From an optimization exercise on the open Yosys and OpenROAD flow, aimed at small area, a short achievable clock period and few clock cycles per item; shortcuts taken in it are not production practice.
Where RTL was checked, it was by simulation tests only, not by an equivalence proof against the original.
No driver is modelled on the clock port, so clock power and skew are understated where the tree is cut down; a real chip needs a root buffer or a tree.
Power and IR drop assume default switching activity.

Design AEC, start of the top module:
module AEC(clk, rst, ascii_in, ready, valid, result);
input clk;
input rst;
input ready;
input [7:0] ascii_in;
output valid;
output [6:0] result;
localparam [3:0] OP_NOP  = 4'b0000;     
localparam [3:0] OP_EQ   = 4'b0010;
localparam [3:0] OP_LP   = 4'b0001;     
localparam [3:0] OP_LPT  = 4'b0011;     
localparam [3:0] OP_RP   = 4'b0100;
localparam [3:0] OP_MUL  = 4'b0110;
localparam [3:0] OP_ADD  = 4'b1000;
localparam [3:0] OP_SUB  = 4'b1001;
reg       c_dig;
reg [3:0] c_v;
wire is_eq  = ~c_dig & (c_v == OP_EQ);
wire is_lp  = ~c_dig & ~c_v[3] & c_v[0];
wire is_lpt = ~c_dig & ~c_v[3] & c_v[1] & c_v[0];
wire is_rp  = ~c_dig & (c_v == OP_RP);
wire is_as  = ~c_dig & c_v[3];
wire is_sub = ~c_dig & c_v[3] & c_v[0];
wire is_open = ~c_dig & ~c_v[3] & ~c_v[2] & (c_v[0] | ~c_v[1]);   
wire a_grp = ~ascii_in[6] & ~ascii_in[4];           
wire a_num = ~ascii_in[6] &  ascii_in[4] & ~(ascii_in[3] & ascii_in[2]);
wire a_eq  = ~ascii_in[6] &  ascii_in[4] &   ascii_in[3] & ascii_in[2];
  ...
For scale: about 450 cells after synthesis, roughly 77 flip-flops, about 4400 sq um of cells after synthesis.
export LEC_CHECK = 0
export CAP_MARGIN = 20
export CORE_MARGIN = 2
export CORE_UTILIZATION = 40
export SLEW_MARGIN = 20
create_clock -name core_clock -period 10.0 [get_ports {clk}]
standard.sh (not shown) runs the stock make flow with config.mk's settings and CLKGATE_MAP_FILE= SYNTH_SCRIPT=/design/flow/synth_recipe.tcl, a recipe that flattens the netlist after the stock synthesis.
==> flow/flow/run.sh <==
#!/bin/bash
# Standard ORFS layout with a tighter setup target for repair_timing and
# ports buffered with buf_4 cells. Clock period and SDC are unchanged.
set -euo pipefail
MARGIN=${MARGIN:-8}
bash standard.sh SETUP_SLACK_MARGIN=$MARGIN \
  "BUFFER_PORTS_ARGS=-buffer_cell sky130_fd_sc_hd__buf_4" finish > std_flow.log 2>&1
Change:
==> flow/flow/run.sh (replaced) <==
#!/bin/bash
# Standard ORFS layout with a tighter setup target for repair_timing and
# ports buffered with buf_4 cells. Clock period and SDC are unchanged.
set -euo pipefail
MARGIN=${MARGIN:-7}
bash standard.sh SETUP_SLACK_MARGIN=$MARGIN \
  "BUFFER_PORTS_ARGS=-buffer_cell sky130_fd_sc_hd__buf_4" finish > std_flow.log 2>&1
After rerunning: Synthesized cell count stays the same. Via count drops by 7.4%. Synthesized area does not change. Wire length drops by 15%.
Change:
==> flow/flow/run.sh (replaced) <==
#!/bin/bash
# Standard ORFS layout with a tighter setup target for repair_timing and
# ports buffered with buf_4 cells. Clock period and SDC are unchanged.
set -euo pipefail
MARGIN=${MARGIN:-6}
bash standard.sh SETUP_SLACK_MARGIN=$MARGIN \
  "BUFFER_PORTS_ARGS=-buffer_cell sky130_fd_sc_hd__buf_4" finish > std_flow.log 2>&1
The new run produced a clean layout; core utilization shrinks by 1.0 points; worst setup slack degrades by 0.26 ns; final cell count is lower by 1.3%; global-route usage hardly moves; cell area falls by 2.2%; hold slack is better by 0.0032 ns.
Function was not checked in any run of this note: the RTL went through the layout flow alone.

* * *

AEC, a different RTL version from the one above (not shown whole).
Size in the first run: roughly 450 cells after synthesis, roughly 78 flip-flops, roughly 4300 um2 of cells after synthesis.
## AEC
module AEC(clk, rst, ascii_in, ready, valid, result);
input clk;
input rst;
input ready;
input [7:0] ascii_in;
output valid;
output [6:0] result;
localparam [3:0] OP_NOP  = 4'b0000;     
localparam [3:0] OP_EQ   = 4'b0010;
localparam [3:0] OP_LP   = 4'b0001;     
localparam [3:0] OP_LPT  = 4'b0011;     
localparam [3:0] OP_RP   = 4'b0100;
localparam [3:0] OP_MUL  = 4'b0110;
localparam [3:0] OP_ADD  = 4'b1000;
localparam [3:0] OP_SUB  = 4'b1001;
reg       c_dig;
reg [3:0] c_v;
wire is_eq  = ~c_dig & (c_v == OP_EQ);
wire is_lp  = ~c_dig & ~c_v[3] & c_v[0];
wire is_lpt = ~c_dig & ~c_v[3] & c_v[1] & c_v[0];
wire is_rp  = ~c_dig & (c_v == OP_RP);
wire is_as  = ~c_dig & c_v[3];
wire is_sub = ~c_dig & c_v[3] & c_v[0];
wire is_open = ~c_dig & ~c_v[3] & ~c_v[2] & (c_v[0] | ~c_v[1]);   
wire a_grp = ~ascii_in[6] & ~ascii_in[4];           
wire a_num = ~ascii_in[6] &  ascii_in[4] & ~(ascii_in[3] & ascii_in[2]);
wire a_eq  = ~ascii_in[6] &  ascii_in[4] &   ascii_in[3] & ascii_in[2];
wire a_dig = ascii_in[6] | a_num;
wire [3:0] a_val = ascii_in[6] ? ascii_in[3:0] + 4'd9 : ascii_in[3:0];
reg  [3:0] a_op;
always @* begin
    case (ascii_in[2:0])
        3'b000:  a_op = is_open ? OP_LPT : OP_LP;
        3'b001:  a_op = OP_RP;
        3'b010:  a_op = OP_MUL;
        3'b011:  a_op = OP_ADD;
        default: a_op = OP_SUB;
    endcase
    if (!a_grp)
        a_op = a_eq ? OP_EQ : OP_NOP;
end
reg       out_v;
reg [6:0] out_r;
always @(posedge clk) begin
  ...
export LEC_CHECK = 0
export CAP_MARGIN = 20
export CORE_MARGIN = 2
export CORE_UTILIZATION = 40
export SLEW_MARGIN = 20
create_clock -name core_clock -period 10.0 [get_ports {clk}]
==> flow/flow/run.sh <==
#!/bin/bash
# Standard ORFS layout, with:
#  - synthesis leaving adders to ABC instead of mapping them onto the
#    library's full/half-adder cells (faster logic; same registers),
#  - ports buffered with buf_4 cells,
#  - a tighter setup target for repair_timing.
# Clock period and SDC are unchanged.
set -euo pipefail
MARGIN=${MARGIN:-7.5}
bash standard.sh SETUP_SLACK_MARGIN=$MARGIN ADDER_MAP_FILE= \
  "BUFFER_PORTS_ARGS=-buffer_cell sky130_fd_sc_hd__buf_4" finish > std_flow.log 2>&1
The baseline ran to the end with no violations.
Testbench counts at the start, summed over its fixed seeds: cycles 45,688, items 4,000.
Edit:
==> flow/flow/run.sh (replaced) <==
#!/bin/bash
# Standard ORFS layout with a tighter setup target for repair_timing and
# ports buffered with buf_4 cells. Clock period and SDC are unchanged.
set -euo pipefail
MARGIN=${MARGIN:-7.5}
bash standard.sh SETUP_SLACK_MARGIN=$MARGIN \
  "BUFFER_PORTS_ARGS=-buffer_cell sky130_fd_sc_hd__buf_4" finish > std_flow.log 2>&1
What happened:
- The changed run passed the timing, DRC and antenna checks
- power is lower by a few percent
- cell area barely changes
- fmax is lower by a few percent
- via count is lower by roughly a tenth
- non-clock buffer count does not change
- sequential share of layout area is lower by 0.12 points
- clock power is lower by a little under a tenth
- clock skew is about the same
- worst setup slack got worse by 0.13 ns
- utilization is higher by 0.81 points
- cell count is lower by a few percent
Edit:
==> flow/flow/run.sh (replaced) <==
#!/bin/bash
# Standard ORFS layout with a tighter setup target for repair_timing and
# ports buffered with buf_4 cells. Clock period and SDC are unchanged.
set -euo pipefail
MARGIN=${MARGIN:-7}
bash standard.sh SETUP_SLACK_MARGIN=$MARGIN \
  "BUFFER_PORTS_ARGS=-buffer_cell sky130_fd_sc_hd__buf_4" finish > std_flow.log 2>&1
What happened: Synthesized cell count stays the same; power came out lower slightly; global-route usage falls by 0.73 points; die area stays the same; core utilization falls by 3.1 points; clock skew goes down by 0.0039 ns; critical path depth is unchanged.

* * *

== v8 ==
AEC, a different RTL version from the one above (not shown whole).
Size in the first run: roughly 490 cells after synthesis, about 3900 um2 of cells after synthesis.
clock: 10.0 ns
lec_check: 0
cap_margin: 20
core_margin: 2
core_utilization: 40
slew_margin: 20
==> flow/flow/run.sh <==
#!/bin/bash
# Standard ORFS layout, with:
#  - synthesis leaving adders to ABC (area script) instead of mapping them
#    onto the library's full/half-adder cells; same registers,
#  - ports buffered with buf_4 cells,
#  - a tighter setup target for repair_timing,
#  - the clock distributed by flow/cts_hook.tcl (one level of equal
#    buffers) instead of TritonCTS's two-level tree.
# Clock period and SDC are unchanged.
set -euo pipefail
bash standard.sh SETUP_SLACK_MARGIN=${MARGIN:-7.3} ADDER_MAP_FILE= ABC_AREA=1 \
  PRE_CTS_TCL=$PWD/flow/cts_hook.tcl \
  "BUFFER_PORTS_ARGS=-buffer_cell sky130_fd_sc_hd__buf_4" finish > std_flow.log 2>&1
==> flow/flow/cts_hook.tcl <==
# Clock distribution in place of TritonCTS's tree, sourced by ORFS's cts.tcl
# as its PRE_CTS_TCL hook. The design has well under a hundred flip-flops,
# for which the H-tree gives two buffer levels; here the clock port drives
# CLKBUF_COUNT buffers of one size directly, each driving one group of
# flip-flops (the sinks sorted by x and cut into groups of equal size), so
# every register sees one buffer of the same kind and a similar load. The
# rest of cts.tcl (placement legalisation, repair_timing) runs as usual.
set cb_count [expr {[info exists ::env(CLKBUF_COUNT)] ? $::env(CLKBUF_COUNT) : 4}]
set cb_cell [expr {[info exists ::env(CLKBUF_CELL)] ? $::env(CLKBUF_CELL) : "sky130_fd_sc_hd__clkbuf_16"}]

set cb_db [ord::get_db]
set cb_block [ord::get_db_block]
set cb_master [$cb_db findMaster $cb_cell]
set cb_port [get_full_name [lindex [get_property [lindex [all_clocks] 0] sources] 0]]
set cb_net [[$cb_block findBTerm $cb_port] getNet]

proc cb_x { it } { return [lindex [[$it getInst] getLocation] 0] }
set cb_sinks [lsort -command {apply {{a b} {expr {[cb_x $a] - [cb_x $b]}}}} [$cb_net getITerms]]
set cb_n [llength $cb_sinks]
puts "clock distribution: $cb_n sinks, $cb_count x $cb_cell"

for {set g 0} {$g < $cb_count} {incr g} {
  set net [odb::dbNet_create $cb_block clknet_g$g]
  $net setSigType CLOCK
  set inst [odb::dbInst_create $cb_block $cb_master clkbuf_g$g]
  set lo [expr {$g * $cb_n / $cb_count}]
  set hi [expr {($g + 1) * $cb_n / $cb_count}]
  set sx 0
  set sy 0
  for {set k $lo} {$k < $hi} {incr k} {
    set it [lindex $cb_sinks $k]
    set loc [[$it getInst] getLocation]
    set sx [expr {$sx + [lindex $loc 0]}]
    set sy [expr {$sy + [lindex $loc 1]}]
    $it disconnect
    $it connect $net
  }
  set cnt [expr {$hi - $lo}]
  $inst setLocation [expr {$sx / $cnt}] [expr {$sy / $cnt}]
  $inst setPlacementStatus PLACED
  [$inst findITerm A] connect $cb_net
  [$inst findITerm X] connect $net
  puts "  clkbuf_g$g drives $cnt sinks"
}

set_propagated_clock [all_clocks]

# cts.tcl calls clock_tree_synthesis next: the clock is already distributed.
rename clock_tree_synthesis orig_clock_tree_synthesis
proc clock_tree_synthesis { args } {
  puts "clock_tree_synthesis skipped: clock distributed by cts_hook.tcl"
}
Testbench counts of v8, summed over its fixed seeds: cycles 45,688, items 4,000.
## Diff of input files: v45 against v8
--- a/flow/flow/run.sh
+++ b/flow/flow/run.sh
@@ -9,5 +9,5 @@
 # Clock period and SDC are unchanged.
 set -euo pipefail
-bash standard.sh SETUP_SLACK_MARGIN=${MARGIN:-7.3} ADDER_MAP_FILE= ABC_AREA=1 \
+bash standard.sh SETUP_SLACK_MARGIN=${MARGIN:-7.45} ADDER_MAP_FILE= ABC_AREA=1 \
   PRE_CTS_TCL=$PWD/flow/cts_hook.tcl \
   "BUFFER_PORTS_ARGS=-buffer_cell sky130_fd_sc_hd__buf_4" finish > std_flow.log 2>&1
--- a/flow/flow/cts_hook.tcl
+++ b/flow/flow/cts_hook.tcl
@@ -6,5 +6,5 @@
 # every register sees one buffer of the same kind and a similar load. The
 # rest of cts.tcl (placement legalisation, repair_timing) runs as usual.
-set cb_count [expr {[info exists ::env(CLKBUF_COUNT)] ? $::env(CLKBUF_COUNT) : 4}]
+set cb_count [expr {[info exists ::env(CLKBUF_COUNT)] ? $::env(CLKBUF_COUNT) : 3}]
 set cb_cell [expr {[info exists ::env(CLKBUF_CELL)] ? $::env(CLKBUF_CELL) : "sky130_fd_sc_hd__clkbuf_16"}]
 
Findings:
Comparing final area for v8 and v45, the bigger number came from v45.
From v8 to v45 the numbers moved as follows: final worst setup slack now sits at about the same level; routed wire length now sits higher; sequential standard cell area now sits higher; final period demand of the worst path now sits at about the same level; first-iteration DRC count now sits higher.
Number of instances resized during post-cts repair up 19 in v45 wrt v8
Measured against each other, v8 and v45 differ in global-route usage, the higher figure coming from v45.
#### Input delta (v24 over v45)
--- a/flow/flow/run.sh
+++ b/flow/flow/run.sh
@@ -7,7 +7,8 @@
 #  - the clock distributed by flow/cts_hook.tcl (one level of equal
 #    buffers) instead of TritonCTS's two-level tree.
-# Clock period and SDC are unchanged.
+# Clock period and SDC are unchanged. make's output goes to std_flow.log
+# here; each ORFS step writes its own log under orfs/logs/.
 set -euo pipefail
-bash standard.sh SETUP_SLACK_MARGIN=${MARGIN:-7.45} ADDER_MAP_FILE= ABC_AREA=1 \
+bash standard.sh SETUP_SLACK_MARGIN=${MARGIN:-7.3} ADDER_MAP_FILE= ABC_AREA=1 \
   PRE_CTS_TCL=$PWD/flow/cts_hook.tcl \
   "BUFFER_PORTS_ARGS=-buffer_cell sky130_fd_sc_hd__buf_4" finish > std_flow.log 2>&1
--- outcome ---
Global-route total usage across every layer (lower): v24
The lower worst reg2reg path depth came out of v24.
Delta (v24 minus v45): area taken by multi-input logic gates fell 6.3 um2; fmax rose 0.0027 GHz; cell area after technology mapping about even.
As far as number of nets still failing antenna checks after routing goes, v24 and v45 are indistinguishable; the numbers are identical.
v45 was larger in final cell area than v24.
Worst setup slack was lower in v45 than in v24.
Against v45, v24 comes in 1.9 points higher on sequential share of power.
Looking at routed metal-1 wire length across v45 and v24, the one that comes out lower is v24.
Setup changes, v24 to v46
--- a/flow/flow/run.sh
+++ b/flow/flow/run.sh
@@ -7,8 +7,7 @@
 #  - the clock distributed by flow/cts_hook.tcl (one level of equal
 #    buffers) instead of TritonCTS's two-level tree.
-# Clock period and SDC are unchanged. make's output goes to std_flow.log
-# here; each ORFS step writes its own log under orfs/logs/.
+# Clock period and SDC are unchanged.
 set -euo pipefail
-bash standard.sh SETUP_SLACK_MARGIN=${MARGIN:-7.3} ADDER_MAP_FILE= ABC_AREA=1 \
+bash standard.sh SETUP_SLACK_MARGIN=${MARGIN:-7.35} ADDER_MAP_FILE= ABC_AREA=1 \
   PRE_CTS_TCL=$PWD/flow/cts_hook.tcl \
   "BUFFER_PORTS_ARGS=-buffer_cell sky130_fd_sc_hd__buf_4" finish > std_flow.log 2>&1
### Flow results
- | cell area | higher: v46 |
- Taking v24 as the reference, in v46 post-CTS clock slew at the launch and capture registers of the worst setup and hold paths shows no meaningful change, sequential portion of the cell area now smaller, maximum clock frequency has remained practically unchanged.
- Wire: v46 routes more than v24
- The end point of the critical path comes out c_v[3] in one run and result[5] in the other, namely in v46 and v24 respectively.
- Hold slack on v46 is behind v24.
- S[5] as the critical path startpoint was reported by v24, and rst by v46.
In every run of this note, the design's own scripts or RTL, not TritonCTS, make the clock network.

[afterwards: timing with drivers on the ports]
In the flow no input, the clock included, has a driving cell. The finished layouts below were timed again as built, in two steps.
Step 1: set_driving_cell puts a clkbuf_16 on clk and a buf_2 on each other input, an assumption about the parent block.
Step 2 adds t to the input delays and takes it off the output delays; t is the mean of the earliest and latest rising clock arrival at the registers after step 1. Input paths then give back, and output paths get back, about the clock's delay inside the block.
Slacks: ideal ports / drivers / drivers and shift; pairs: ideal ports / drivers.
run	t (ns)	setup WS [ns]	worst hold slack (ns)	slew at the worst register clock pin (ns)	worst data-port slew with drivers (ns)
the first run of note 1	0.384	6.388 / 6.388 / 6.388	0.528 / 0.528 / 0.528	0.09 / 0.09	0.06
the second run of note 1	0.375	6.425 / 6.425 / 6.425	0.522 / 0.522 / 0.522	0.08 / 0.08	0.03
the third run of note 1	0.387	6.169 / 6.169 / 6.169	0.525 / 0.525 / 0.525	0.09 / 0.09	0.03
the first run of note 2	0.391	7.161 / 7.129 / 7.006	0.513 / 0.513 / 0.513	0.09 / 0.09	0.06
the second run of note 2	0.393	7.027 / 7.027 / 6.877	0.504 / 0.504 / 0.504	0.09 / 0.09	0.05
the third run of note 2	0.381	6.927 / 6.927 / 6.779	0.490 / 0.490 / 0.490	0.09 / 0.09	0.03
v8	0.216	7.306 / 7.252 / 7.134	0.494 / 0.494 / 0.494	0.08 / 0.08	0.05
v45	0.215	7.305 / 7.300 / 7.116	0.464 / 0.464 / 0.464	0.10 / 0.10	0.05
v24	0.214	7.324 / 7.265 / 7.137	0.472 / 0.472 / 0.472	0.10 / 0.10	0.04
v46	0.215	7.331 / 7.300 / 7.144	0.456 / 0.456 / 0.456	0.10 / 0.10	0.05
After both steps every run listed still meets setup and hold. The setup slack of v45, which loses most, moves by -0.005 ns with the drivers and by -0.189 ns with both steps.
